What follows belongs to an exercise in optimizing a design on an open flow for small area and a short achievable clock period; a production flow would make more cautious choices. Only simulation tests tie the RTL to the original design; equivalence was not proved. Power figures rest on the tool's default switching activity, not on a simulated workload.

==> design/flow/design.v <==
module divider_unsigned (
	input  wire        clk,
	input  wire        reset,
	input  wire        flush,
	input  wire [31:0] beichu,
	input  wire [31:0] chushu,
	output reg  [31:0] quotient,
	output reg  [31:0] remainder
);
	wire [0:0] i1_c = beichu[31];
	wire [1:0] i1_x = {1'b0, i1_c} - {1'b0, chushu[0:0]};
	wire i1_b = ~i1_x[1];
	wire [0:0] i1_s = i1_x[0:0];
	wire i1_g = i1_b & ~|chushu[31:1];
	wire [0:0] i1_r = i1_g ? i1_s : i1_c;
	wire [1:0] i2_c = {i1_r, beichu[30]};
	wire [2:0] i2_x = {1'b0, i2_c} - {1'b0, chushu[1:0]};
	wire i2_b = ~i2_x[2];
	wire [1:0] i2_s = i2_x[1:0];
	wire i2_g = i2_b & ~|chushu[31:2];
	wire [1:0] i2_r = i2_g ? i2_s : i2_c;
	reg  [1:0] s0_r;
	reg  [29:0] s0_n;
	reg  [1:0] s0_q;
	reg  [31:0] s0_d;
	reg         s0_v;
	always @(posedge clk) begin
		s0_r <= i2_r;
		s0_q <= {i1_g, i2_g};
		s0_n <= beichu[29:0];
		s0_d <= chushu;
	end
	always @(posedge clk or negedge reset) begin
		if (!reset) s0_v <= 1'b0;
		else s0_v <= ~flush & 1'b1;
	end
	wire [2:0] i3_c = {s0_r, s0_n[29]};
	wire [3:0] i3_x = {1'b0, i3_c} - {1'b0, s0_d[2:0]};
	wire i3_b = ~i3_x[3];
	wire [2:0] i3_s = i3_x[2:0];
	wire i3_g = i3_b & ~|s0_d[31:3];
	wire [2:0] i3_r = i3_g ? i3_s : i3_c;
	wire [3:0] i4_c = {i3_r, s0_n[28]};
	wire [4:0] i4_x = {1'b0, i4_c} - {1'b0, s0_d[3:0]};
	wire i4_b = ~i4_x[4];
	wire [3:0] i4_s = i4_x[3:0];
	wire i4_g = i4_b & ~|s0_d[31:4];
	wire [3:0] i4_r = i4_g ? i4_s : i4_c;
	reg  [3:0] s1_r;
	reg  [27:0] s1_n;
	reg  [3:0] s1_q;
	reg  [31:0] s1_d;
	reg         s1_v;
	always @(posedge clk) begin
		s1_r <= i4_r;
		s1_q <= {{s0_q, i3_g}, i4_g};
		s1_n <= s0_n[27:0];
		s1_d <= s0_d;
	end
	always @(posedge clk or negedge reset) begin
		if (!reset) s1_v <= 1'b0;
		else s1_v <= ~flush & s0_v & (|s0_d);
	end
	wire [4:0] i5_c = {s1_r, s1_n[27]};
	wire [5:0] i5_x = {1'b0, i5_c} - {1'b0, s1_d[4:0]};
	wire i5_b = ~i5_x[5];
	wire [4:0] i5_s = i5_x[4:0];
	wire i5_g = i5_b & ~|s1_d[31:5];
	wire [4:0] i5_r = i5_g ? i5_s : i5_c;
	wire [5:0] i6_c = {i5_r, s1_n[26]};
	wire [6:0] i6_x = {1'b0, i6_c} - {1'b0, s1_d[5:0]};
	wire i6_b = ~i6_x[6];
	wire [5:0] i6_s = i6_x[5:0];
	wire i6_g = i6_b & ~|s1_d[31:6];
	wire [5:0] i6_r = i6_g ? i6_s : i6_c;
	reg  [5:0] s2_r;
	reg  [25:0] s2_n;
	reg  [5:0] s2_q;
	reg  [31:0] s2_d;
	reg         s2_v;
	always @(posedge clk) begin
		s2_r <= i6_r;
		s2_q <= {{s1_q, i5_g}, i6_g};
		s2_n <= s1_n[25:0];
		s2_d <= s1_d;
	end
	always @(posedge clk or negedge reset) begin
		if (!reset) s2_v <= 1'b0;
		else s2_v <= ~flush & s1_v;
	end
	wire [6:0] i7_c = {s2_r, s2_n[25]};
	wire [7:0] i7_x = {1'b0, i7_c} - {1'b0, s2_d[6:0]};
	wire i7_b = ~i7_x[7];
	wire [6:0] i7_s = i7_x[6:0];
	wire i7_g = i7_b & ~|s2_d[31:7];
	wire [6:0] i7_r = i7_g ? i7_s : i7_c;
	wire [7:0] i8_c = {i7_r, s2_n[24]};
	wire [8:0] i8_x = {1'b0, i8_c} - {1'b0, s2_d[7:0]};
	wire i8_b = ~i8_x[8];
	wire [7:0] i8_s = i8_x[7:0];
	wire i8_g = i8_b & ~|s2_d[31:8];
	wire [7:0] i8_r = i8_g ? i8_s : i8_c;
	reg  [7:0] s3_r;
	reg  [23:0] s3_n;
	reg  [7:0] s3_q;
	reg  [31:0] s3_d;
	reg         s3_v;
	always @(posedge clk) begin
		s3_r <= i8_r;
		s3_q <= {{s2_q, i7_g}, i8_g};
		s3_n <= s2_n[23:0];
		s3_d <= s2_d;
	end
	always @(posedge clk or negedge reset) begin
		if (!reset) s3_v <= 1'b0;
		else s3_v <= ~flush & s2_v;
	end
	wire [8:0] i9_c = {s3_r, s3_n[23]};
	wire [9:0] i9_x = {1'b0, i9_c} - {1'b0, s3_d[8:0]};
	wire i9_b = ~i9_x[9];
	wire [8:0] i9_s = i9_x[8:0];
	wire i9_g = i9_b & ~|s3_d[31:9];
	wire [8:0] i9_r = i9_g ? i9_s : i9_c;
	wire [9:0] i10_c = {i9_r, s3_n[22]};
	wire [10:0] i10_x = {1'b0, i10_c} - {1'b0, s3_d[9:0]};
	wire i10_b = ~i10_x[10];
	wire [9:0] i10_s = i10_x[9:0];
	wire i10_g = i10_b & ~|s3_d[31:10];
	wire [9:0] i10_r = i10_g ? i10_s : i10_c;
	reg  [9:0] s4_r;
	reg  [21:0] s4_n;
	reg  [9:0] s4_q;
	reg  [31:0] s4_d;
	reg         s4_v;
	always @(posedge clk) begin
		s4_r <= i10_r;
		s4_q <= {{s3_q, i9_g}, i10_g};
		s4_n <= s3_n[21:0];
		s4_d <= s3_d;
	end
	always @(posedge clk or negedge reset) begin
		if (!reset) s4_v <= 1'b0;
		else s4_v <= ~flush & s3_v;
	end
	wire [10:0] i11_c = {s4_r, s4_n[21]};
	wire [11:0] i11_x = {1'b0, i11_c} - {1'b0, s4_d[10:0]};
	wire i11_b = ~i11_x[11];
	wire [10:0] i11_s = i11_x[10:0];
	wire i11_g = i11_b & ~|s4_d[31:11];
	wire [10:0] i11_r = i11_g ? i11_s : i11_c;
	wire [11:0] i12_c = {i11_r, s4_n[20]};
	wire [12:0] i12_x = {1'b0, i12_c} - {1'b0, s4_d[11:0]};
	wire i12_b = ~i12_x[12];
	wire [11:0] i12_s = i12_x[11:0];
	wire i12_g = i12_b & ~|s4_d[31:12];
	wire [11:0] i12_r = i12_g ? i12_s : i12_c;
	reg  [11:0] s5_r;
	reg  [19:0] s5_n;
	reg  [11:0] s5_q;
	reg  [31:0] s5_d;
	reg         s5_v;
	always @(posedge clk) begin
		s5_r <= i12_r;
		s5_q <= {{s4_q, i11_g}, i12_g};
		s5_n <= s4_n[19:0];
		s5_d <= s4_d;
	end
	always @(posedge clk or negedge reset) begin
		if (!reset) s5_v <= 1'b0;
		else s5_v <= ~flush & s4_v;
	end
	wire [12:0] i13_c = {s5_r, s5_n[19]};
	wire [13:0] i13_x = {1'b0, i13_c} - {1'b0, s5_d[12:0]};
	wire i13_b = ~i13_x[13];
	wire [12:0] i13_s = i13_x[12:0];
	wire i13_g = i13_b & ~|s5_d[31:13];
	wire [12:0] i13_r = i13_g ? i13_s : i13_c;
	wire [13:0] i14_c = {i13_r, s5_n[18]};
	wire [14:0] i14_x = {1'b0, i14_c} - {1'b0, s5_d[13:0]};
	wire i14_b = ~i14_x[14];
	wire [13:0] i14_s = i14_x[13:0];
	wire i14_g = i14_b & ~|s5_d[31:14];
	wire [13:0] i14_r = i14_g ? i14_s : i14_c;
	reg  [13:0] s6_r;
	reg  [17:0] s6_n;
	reg  [13:0] s6_q;
	reg  [31:0] s6_d;
	reg         s6_v;
	always @(posedge clk) begin
		s6_r <= i14_r;
		s6_q <= {{s5_q, i13_g}, i14_g};
		s6_n <= s5_n[17:0];
		s6_d <= s5_d;
	end
	always @(posedge clk or negedge reset) begin
		if (!reset) s6_v <= 1'b0;
		else s6_v <= ~flush & s5_v;
	end
	wire [14:0] i15_c = {s6_r, s6_n[17]};
	wire [15:0] i15_x = {1'b0, i15_c} - {1'b0, s6_d[14:0]};
	wire i15_b = ~i15_x[15];
	wire [14:0] i15_s = i15_x[14:0];
	wire i15_g = i15_b & ~|s6_d[31:15];
	wire [14:0] i15_r = i15_g ? i15_s : i15_c;
	wire [15:0] i16_c = {i15_r, s6_n[16]};
	wire [16:0] i16_x = {1'b0, i16_c} - {1'b0, s6_d[15:0]};
	wire i16_b = ~i16_x[16];
	wire [15:0] i16_s = i16_x[15:0];
	wire i16_g = i16_b & ~|s6_d[31:16];
	wire [15:0] i16_r = i16_g ? i16_s : i16_c;
	reg  [15:0] s7_r;
	reg  [15:0] s7_n;
	reg  [15:0] s7_q;
	reg  [31:0] s7_d;
	reg         s7_v;
	always @(posedge clk) begin
		s7_r <= i16_r;
		s7_q <= {{s6_q, i15_g}, i16_g};
		s7_n <= s6_n[15:0];
		s7_d <= s6_d;
	end
	always @(posedge clk or negedge reset) begin
		if (!reset) s7_v <= 1'b0;
		else s7_v <= ~flush & s6_v;
	end
	wire [16:0] i17_c = {s7_r, s7_n[15]};
	wire [17:0] i17_x = {1'b0, i17_c} - {1'b0, s7_d[16:0]};
	wire i17_b = ~i17_x[17];
	wire [16:0] i17_s = i17_x[16:0];
	wire i17_g = i17_b & ~|s7_d[31:17];
	wire [16:0] i17_r = i17_g ? i17_s : i17_c;
	wire [17:0] i18_c = {i17_r, s7_n[14]};
	wire [18:0] i18_x = {1'b0, i18_c} - {1'b0, s7_d[17:0]};
	wire i18_b = ~i18_x[18];
	wire [17:0] i18_s = i18_x[17:0];
	wire i18_g = i18_b & ~|s7_d[31:18];
	wire [17:0] i18_r = i18_g ? i18_s : i18_c;
	reg  [17:0] s8_r;
	reg  [13:0] s8_n;
	reg  [17:0] s8_q;
	reg  [31:0] s8_d;
	reg         s8_v;
	always @(posedge clk) begin
		s8_r <= i18_r;
		s8_q <= {{s7_q, i17_g}, i18_g};
		s8_n <= s7_n[13:0];
		s8_d <= s7_d;
	end
	always @(posedge clk or negedge reset) begin
		if (!reset) s8_v <= 1'b0;
		else s8_v <= ~flush & s7_v;
	end
	wire [18:0] i19_c = {s8_r, s8_n[13]};
	wire [19:0] i19_x = {1'b0, i19_c} - {1'b0, s8_d[18:0]};
	wire i19_b = ~i19_x[19];
	wire [18:0] i19_s = i19_x[18:0];
	wire i19_g = i19_b & ~|s8_d[31:19];
	wire [18:0] i19_r = i19_g ? i19_s : i19_c;
	wire [19:0] i20_c = {i19_r, s8_n[12]};
	wire [20:0] i20_x = {1'b0, i20_c} - {1'b0, s8_d[19:0]};
	wire i20_b = ~i20_x[20];
	wire [19:0] i20_s = i20_x[19:0];
	wire i20_g = i20_b & ~|s8_d[31:20];
	wire [19:0] i20_r = i20_g ? i20_s : i20_c;
	reg  [19:0] s9_r;
	reg  [11:0] s9_n;
	reg  [19:0] s9_q;
	reg  [31:0] s9_d;
	reg         s9_v;
	always @(posedge clk) begin
		s9_r <= i20_r;
		s9_q <= {{s8_q, i19_g}, i20_g};
		s9_n <= s8_n[11:0];
		s9_d <= s8_d;
	end
	always @(posedge clk or negedge reset) begin
		if (!reset) s9_v <= 1'b0;
		else s9_v <= ~flush & s8_v;
	end
	wire [20:0] i21_c = {s9_r, s9_n[11]};
	wire [21:0] i21_x = {1'b0, i21_c} - {1'b0, s9_d[20:0]};
	wire i21_b = ~i21_x[21];
	wire [20:0] i21_s = i21_x[20:0];
	wire i21_g = i21_b & ~|s9_d[31:21];
	wire [20:0] i21_r = i21_g ? i21_s : i21_c;
	wire [21:0] i22_c = {i21_r, s9_n[10]};
	wire [22:0] i22_x = {1'b0, i22_c} - {1'b0, s9_d[21:0]};
	wire i22_b = ~i22_x[22];
	wire [21:0] i22_s = i22_x[21:0];
	wire i22_g = i22_b & ~|s9_d[31:22];
	wire [21:0] i22_r = i22_g ? i22_s : i22_c;
	reg  [21:0] s10_r;
	reg  [9:0] s10_n;
	reg  [21:0] s10_q;
	reg  [31:0] s10_d;
	reg         s10_v;
	always @(posedge clk) begin
		s10_r <= i22_r;
		s10_q <= {{s9_q, i21_g}, i22_g};
		s10_n <= s9_n[9:0];
		s10_d <= s9_d;
	end
	always @(posedge clk or negedge reset) begin
		if (!reset) s10_v <= 1'b0;
		else s10_v <= ~flush & s9_v;
	end
	wire [22:0] i23_c = {s10_r, s10_n[9]};
	wire [23:0] i23_x = {1'b0, i23_c} - {1'b0, s10_d[22:0]};
	wire i23_b = ~i23_x[23];
	wire [22:0] i23_s = i23_x[22:0];
	wire i23_g = i23_b & ~|s10_d[31:23];
	wire [22:0] i23_r = i23_g ? i23_s : i23_c;
	wire [23:0] i24_c = {i23_r, s10_n[8]};
	wire [24:0] i24_x = {1'b0, i24_c} - {1'b0, s10_d[23:0]};
	wire i24_b = ~i24_x[24];
	wire [23:0] i24_s = i24_x[23:0];
	wire i24_g = i24_b & ~|s10_d[31:24];
	wire [23:0] i24_r = i24_g ? i24_s : i24_c;
	reg  [23:0] s11_r;
	reg  [7:0] s11_n;
	reg  [23:0] s11_q;
	reg  [31:0] s11_d;
	reg         s11_v;
	always @(posedge clk) begin
		s11_r <= i24_r;
		s11_q <= {{s10_q, i23_g}, i24_g};
		s11_n <= s10_n[7:0];
		s11_d <= s10_d;
	end
	always @(posedge clk or negedge reset) begin
		if (!reset) s11_v <= 1'b0;
		else s11_v <= ~flush & s10_v;
	end
	wire [24:0] i25_c = {s11_r, s11_n[7]};
	wire [25:0] i25_x = {1'b0, i25_c} - {1'b0, s11_d[24:0]};
	wire i25_b = ~i25_x[25];
	wire [24:0] i25_s = i25_x[24:0];
	wire i25_g = i25_b & ~|s11_d[31:25];
	wire [24:0] i25_r = i25_g ? i25_s : i25_c;
	wire [25:0] i26_c = {i25_r, s11_n[6]};
	wire [26:0] i26_x = {1'b0, i26_c} - {1'b0, s11_d[25:0]};
	wire i26_b = ~i26_x[26];
	wire [25:0] i26_s = i26_x[25:0];
	wire i26_g = i26_b & ~|s11_d[31:26];
	wire [25:0] i26_r = i26_g ? i26_s : i26_c;
	reg  [25:0] s12_r;
	reg  [5:0] s12_n;
	reg  [25:0] s12_q;
	reg  [31:0] s12_d;
	reg         s12_v;
	always @(posedge clk) begin
		s12_r <= i26_r;
		s12_q <= {{s11_q, i25_g}, i26_g};
		s12_n <= s11_n[5:0];
		s12_d <= s11_d;
	end
	always @(posedge clk or negedge reset) begin
		if (!reset) s12_v <= 1'b0;
		else s12_v <= ~flush & s11_v;
	end
	wire [26:0] i27_c = {s12_r, s12_n[5]};
	wire [27:0] i27_x = {1'b0, i27_c} - {1'b0, s12_d[26:0]};
	wire i27_b = ~i27_x[27];
	wire [26:0] i27_s = i27_x[26:0];
	wire i27_g = i27_b & ~|s12_d[31:27];
	wire [26:0] i27_r = i27_g ? i27_s : i27_c;
	wire [27:0] i28_c = {i27_r, s12_n[4]};
	wire [28:0] i28_x = {1'b0, i28_c} - {1'b0, s12_d[27:0]};
	wire i28_b = ~i28_x[28];
	wire [27:0] i28_s = i28_x[27:0];
	wire i28_g = i28_b & ~|s12_d[31:28];
	wire [27:0] i28_r = i28_g ? i28_s : i28_c;
	reg  [27:0] s13_r;
	reg  [3:0] s13_n;
	reg  [27:0] s13_q;
	reg  [31:0] s13_d;
	reg         s13_v;
	always @(posedge clk) begin
		s13_r <= i28_r;
		s13_q <= {{s12_q, i27_g}, i28_g};
		s13_n <= s12_n[3:0];
		s13_d <= s12_d;
	end
	always @(posedge clk or negedge reset) begin
		if (!reset) s13_v <= 1'b0;
		else s13_v <= ~flush & s12_v;
	end
	wire [28:0] i29_c = {s13_r, s13_n[3]};
	wire [29:0] i29_x = {1'b0, i29_c} - {1'b0, s13_d[28:0]};
	wire i29_b = ~i29_x[29];
	wire [28:0] i29_s = i29_x[28:0];
	wire i29_g = i29_b & ~|s13_d[31:29];
	wire [28:0] i29_r = i29_g ? i29_s : i29_c;
	wire [29:0] i30_c = {i29_r, s13_n[2]};
	wire [30:0] i30_x = {1'b0, i30_c} - {1'b0, s13_d[29:0]};
	wire i30_b = ~i30_x[30];
	wire [29:0] i30_s = i30_x[29:0];
	wire i30_g = i30_b & ~|s13_d[31:30];
	wire [29:0] i30_r = i30_g ? i30_s : i30_c;
	reg  [29:0] s14_r;
	reg  [1:0] s14_n;
	reg  [29:0] s14_q;
	reg  [31:0] s14_d;
	reg         s14_v;
	always @(posedge clk) begin
		s14_r <= i30_r;
		s14_q <= {{s13_q, i29_g}, i30_g};
		s14_n <= s13_n[1:0];
		s14_d <= s13_d;
	end
	always @(posedge clk or negedge reset) begin
		if (!reset) s14_v <= 1'b0;
		else s14_v <= ~flush & s13_v;
	end
	wire [30:0] i31_c = {s14_r, s14_n[1]};
	wire [31:0] i31_x = {1'b0, i31_c} - {1'b0, s14_d[30:0]};
	wire i31_b = ~i31_x[31];
	wire [30:0] i31_s = i31_x[30:0];
	wire i31_g = i31_b & ~|s14_d[31:31];
	wire [30:0] i31_r = i31_g ? i31_s : i31_c;
	wire [31:0] i32_c = {i31_r, s14_n[0]};
	wire [32:0] i32_x = {1'b0, i32_c} - {1'b0, s14_d[31:0]};
	wire i32_b = ~i32_x[32];
	wire [31:0] i32_s = i32_x[31:0];
	wire i32_g = i32_b;
	wire [31:0] i32_r = i32_g ? i32_s : i32_c;
	wire ok = ~flush & s14_v;
	always @(posedge clk or negedge reset) begin
		if (!reset) begin
			quotient  <= 32'd0;
			remainder <= 32'd0;
		end else begin
			quotient  <= ok ? {{s14_q, i31_g}, i32_g} : 32'd0;
			remainder <= ok ? i32_r : 32'd0;
		end
	end
endmodule
==> design/flow/run.sh <==
#!/bin/bash
# synth_recipe.tcl (not shown) runs the flow's synth.tcl, then flattens the netlist and writes it again
# the make line also repeats each setting of config.mk as NAME=value (left out here)
make -C /OpenROAD-flow-scripts/flow DESIGN_CONFIG=/design/flow/config.mk WORK_HOME=/design/flow/orfs CLKGATE_MAP_FILE= SYNTH_SCRIPT=/design/flow/synth_recipe.tcl finish
==> design/flow/config.mk <==
export PLATFORM = sky130hd
export DESIGN_NAME = divider_unsigned
export DESIGN_NICKNAME = divider_unsigned
export VERILOG_FILES = /design/flow/design.v
export SDC_FILE = /design/flow/constraint.sdc
export NUM_CORES = 4
export LEC_CHECK = 0
export ABC_AREA = 1
export CAP_MARGIN = 20
export CORE_MARGIN = 2
export CORE_UTILIZATION = 45
export PLACE_DENSITY = 0.6
export SLEW_MARGIN = 20
==> design/flow/constraint.sdc <==
create_clock -name core_clock -period 7.5 [get_ports {clk}]
set_input_delay 1.5000 -clock core_clock [delete_from_list [all_inputs] [get_ports {clk}]]
set_output_delay 1.5000 -clock core_clock [all_outputs]
set_load 0.01 [all_outputs]
==> flow_summary_export.csv <==
group,metric,value,unit
status,outcome,"timing/DRC/antenna clean",
clock_network,clk-insertion-delay-late,0.79,ns
worst_setup_path,cp.buffers_inverters,4,
global_routing,grt_util_all_layers,26.7,%
placed_design,dpl.cell_count,11300,
layout,area.growth.synth_to_final,12.0,%
yosys,synth_area_per_cell,7.21,µm²
routing,topRoutingLayerUsed,"met4",
routing,route.met2.wl,92700,µm
clock_network,post-cts-setup-buffers,0,
worst_setup_path,timing.critical_path.to_type,"register",
worst_setup_path,cp_top_family,"simple AND/OR/NAND/NOR gates",
timing,timing.final.max_slew_violations,0,
yosys,post_synth_inst_count,9355,
worst_setup_path,ff2ff_setup_slack,1.97,ns
clock_network,htree_num_levels,4,
timing,worst-slew-pin-transition,1.09,ns
timing,hold_viol,0,
yosys,syn_area,67400,µm²
clock_network,clk_pin_slew,0.06,ns
routing,wl,208000,µm
routing,detailedRoute.firstPassIterationCount,8,
layout,layout_commonest_cell,"nand2_1",
worst_hold_path,timing.hold.worst.class,"reg2reg",
timing,final_hold_slack,0.302,ns
yosys,yosysWarnings,1,
timing,final.setup_skew,0.0530,ns
floorplanning,die_height,391,µm
floorplanning,floorplan.io_pins,131,
clock_network,cts.sink_count,1279,
worst_setup_path,cell_by_cell_listing_of_the_critical_path,"inv_1 -> ha_1 -> nand2_1 -> nor2_2 -> nand2_1 -> nor2_1 -> nand2_1 -> nand3_1 -> nand2_1 -> inv_2 -> nand2_1 -> and2_1 -> ha_1 -> nand2_1 -> o21ai_0 -> a21oi_1 -> o21ai_1 -> nand2_1 -> nand2_1 -> nand2_1 -> buf_4 -> inv_1 -> nand2_1 -> nand2_1",
yosys,synth-seq-area-share,38.6,%
yosys,synth_seq_cells,1279,
floorplanning,core.rowCount,142,
yosys,synth_nets,9980,
clock_network,post_cts_resize_count,0,
timing,period_minus_slack,5.53,ns
timing,rsz0062_at_grt,"no",
global_routing,grt_pass1_wl,317000,µm
layout,instances_no_fill,11600,
placed_design,dp_worst_setup_slack,1.95,ns
layout,most-common-layout-cells,"nand2_1 (2,858), inv_1 (1,374), dfxtp_1 (1,200), nand3_1 (667), nor2_1 (638)",
power,power.leakage,38.9,nW
clock_network,clockBufferDepth,3,
routing,wl_met1,97100,µm
timing,max_slew_margin,27.3,%
worst_setup_path,timing.critical_path.required,8.19,ns
placed_design,buffer_ports.inserted,130,
routing,antenna_left,0,
placed_design,place_hpwl,173000,µm
timing,timing.final.ws_setup,1.97,ns
routing,wl_met3,11900,µm
timing,fmax,0.181,GHz
worst_setup_path,cpMaxStageDelayCell,"nand2_1",
worst_setup_path,max_stage_delay,0.55,ns
clock_network,numCtsBuffers,136,
clock_network,clk_root_buffer_cell,"clkbuf_16",
timing,report.final.setup_viol,0,
worst_setup_path,critical_path.startpoint_type,"register",
yosys,synth_async_sr_flop_share,6.18,%
global_routing,antenna_found_initial,15,
power,cellPowerDensity,244,nW/µm²
routing,drt-wirelength-per-cell,17.9,µm
routing,drc,0,
yosys,yosys.cell_types.count,58,
worst_setup_path,worst-path-max-fanout,24,
job,cap_violations,0,
floorplanning,initial_cell_density_of_the_core,45.2,%
routing,initial_detailed_routing_violation_count,4637,
floorplanning,fp.dieArea,153000,µm²
routing,drt-vias-per-instance,5.07,
layout,final_net_count,10200,
routing,total_number_of_vias,58900,
layout,share_of_post_route_cells_with_drive_strength_above_1,4.17,%
floorplanning,placeableCoreArea,149000,µm²
worst_setup_path,critical_path.most_common_cell,"nand2_1",
clock_network,post_cts_hold_buffer_count,0,
timing,setup_total_negative_slack,0,ns
timing,final_worst_path_period_share,73.7,%
power,worst_ir_drop_vdd,204,µV
global_routing,vias_in_the_first_global_route,55700,
worst_setup_path,critPathArrivalTime,6.22,ns
placed_design,place_congestion,0.989,
global_routing,grt-ovfl-total,0,
power,post-layout-total-power,18.5,mW
global_routing,pin_count_of_the_biggest_net_entering_global_routing,57,
layout,fillers,15000,
worst_setup_path,type_of_the_setup_path_with_the_least_slack,"reg2reg",
yosys,synth_edf_count,0,
yosys,synthFlopType,"dfxtp_1",
floorplanning,die_width,391,µm
clock_network,cts_tree,"yes",
## flip-flops by register name, indices dropped and copies added (netlist names), 28 cells and up
name       count
s0_n          30
s10_d         32
s13_q         28
s1_d          32
s3_d          32
s11_d         32
s5_d          32
s14_r         30
remainder     32
s2_d          32
s12_d         32
s4_d          32
s7_d          32
s13_r         28
s14_d         32
s1_n          28
s6_d          32
s0_d          32
s14_q         30
quotient      32
s9_d          32
s13_d         32
s8_d          32
## Yosys cell counts, types with 6 or more instances
| library cell | count | share of area (%) |
|---|---|---|
| and2_1 | 205 | 1.9 |
| nor2_1 | 638 | 3.6 |
| xnor2_1 | 129 | 1.7 |
| and3_1 | 6 | 0.056 |
| o21a_1 | 16 | 0.18 |
| o21ai_1 | 33 | 0.24 |
| o21bai_1 | 52 | 0.58 |
| inv_1 | 1374 | 7.7 |
| nor4_1 | 48 | 0.45 |
| a21boi_0 | 14 | 0.16 |
| nand2_2 | 29 | 0.27 |
| a21o_1 | 32 | 0.36 |
| a211oi_1 | 6 | 0.067 |
| xor2_1 | 152 | 2.0 |
| fa_1 | 31 | 0.92 |
| nand3b_1 | 87 | 0.97 |
| a21oi_1 | 477 | 3.5 |
| dfxtp_1 | 1200 | 36 |
| inv_2 | 15 | 0.084 |
| buf_6 | 14 | 0.23 |
| buf_4 | 25 | 0.28 |
| nand3_1 | 667 | 5.0 |
| a31oi_1 | 7 | 0.065 |
| nand2_4 | 11 | 0.18 |
| clkbuf_1 | 14 | 0.078 |
| buf_2 | 39 | 0.29 |
| dfrtp_1 | 79 | 2.9 |
| nor3_1 | 96 | 0.71 |
| nand2_1 | 2859 | 16 |
| or2_2 | 33 | 0.31 |
| nor2_2 | 8 | 0.074 |
| nand3_2 | 12 | 0.18 |
| o21ai_2 | 39 | 0.51 |
| nand4_1 | 106 | 0.98 |
| ha_1 | 527 | 9.8 |
| o21ai_0 | 242 | 1.8 |
## worst register-to-register path: cells and delay by family (launching register included)
family | cells | cell delay (ns)
and+or+nand+nor | 15 | 2.46
buffers and inverters | 4 | 1.24
adders and majority gates | 2 | 0.75
AOI/OAI and AO/OA | 3 | 0.54
DFF | 1 | 0.48
## layout make-up
cell class | count | area [µm²] | area share (%)
clock buffer | 190 | 3930 | 5.20
sequential | 1279 | 26000 | 34.4
clock inverter | 61 | 937 | 1.24
inverter | 1391 | 5220 | 6.92
multi-input combinational | 6591 | 35600 | 47.1
tap | 1944 | 2430 | 3.22
antenna | 6 | 15.0 | 0.0199
timing repair buffer | 144 | 1410 | 1.87
## report_power, final
| part | switching (mW) | total [mW] | internal, mW |
|---|---|---|---|
| logic | 2.63 | 4.01 | 1.38 |
| registers | 0.251 | 7.36 | 7.11 |
| clock network | 2.92 | 7.08 | 4.16 |
| total | 5.80 | 18.5 | 12.6 |
## cell families after synthesis
| kind of cell | after synthesis | synth area share [%] |
|---|---|---|
| and+or+nand+nor | 4818 | 30.7 |
| buffers and inverters | 1485 | 8.66 |
| DFF | 1279 | 38.6 |
| AOI/OAI and AO/OA | 934 | 7.72 |
| adders and majority gates | 558 | 10.7 |
| xor gates and xnor gates | 281 | 3.65 |
## per-layer routing
metal | vias up | GRT usage (%)
met4 | 0 | 8.00
met3 | 270 | 4.03
met1 | 27000 | 37.0
met5 | - | 0
met2 | 1605 | 42.9
li1 | 30000 | -
## path summary, 6_finish.rpt
kind	startpoint	to	cells past startpoint
setup reg to reg	s9_d[8]$_DFF_P_	s10_r[16]$_DFF_P_	24
min in group asynchronous	reset	quotient[20]$_DFF_PN0_	1
hold reg to reg	s6_q[0]$_DFF_P_	s7_q[2]$_DFF_P_	0
hold / removal	s6_q[0]$_DFF_P_	s7_q[2]$_DFF_P_	0
max in group asynchronous	reset	quotient[10]$_DFF_PN0_	2
setup / recovery	s9_d[8]$_DFF_P_	s10_r[16]$_DFF_P_	24
## per-stage QoR
| step | utilization (%) | instance area [µm²] |
|---|---|---|
| after floorplan | - | 67400 |
| after global routing | 50.6 | 75500 |
| final | 50.6 | 75500 |
| after global placement | 47.3 | 70600 |
| after detailed placement | 47.3 | 70600 |
| after CTS | 50.6 | 75500 |

## what the ideal ports hide
Ports are ideal in the flow. The routed layout listed here was re-timed in OpenROAD.
Step 1 (the two cells are an assumption about what drives the block):
set clk [get_ports {clk}]
set_driving_cell -lib_cell sky130_fd_sc_hd__clkbuf_16 $clk
set_driving_cell -lib_cell sky130_fd_sc_hd__buf_2 [delete_from_list [all_inputs] $clk]
Step 2 adds t to the input delays and takes it off the output delays; t is the mean of the earliest and latest rising clock arrival at the registers after step 1. Input paths then give back, and output paths get back, about the clock's delay inside the block.
Slacks: no drivers / after step 1 / after step 2; pairs: no drivers / after step 1.
t, ns: 0.839
setup slack, ns: 1.972 / 1.972 / 1.972
clock arrival spread, ns: 0.063 / 0.063
After both steps setup and hold are still met in this run. For this run, drivers alone change the setup slack by 0.000 ns; drivers and shift together by 0.000 ns.
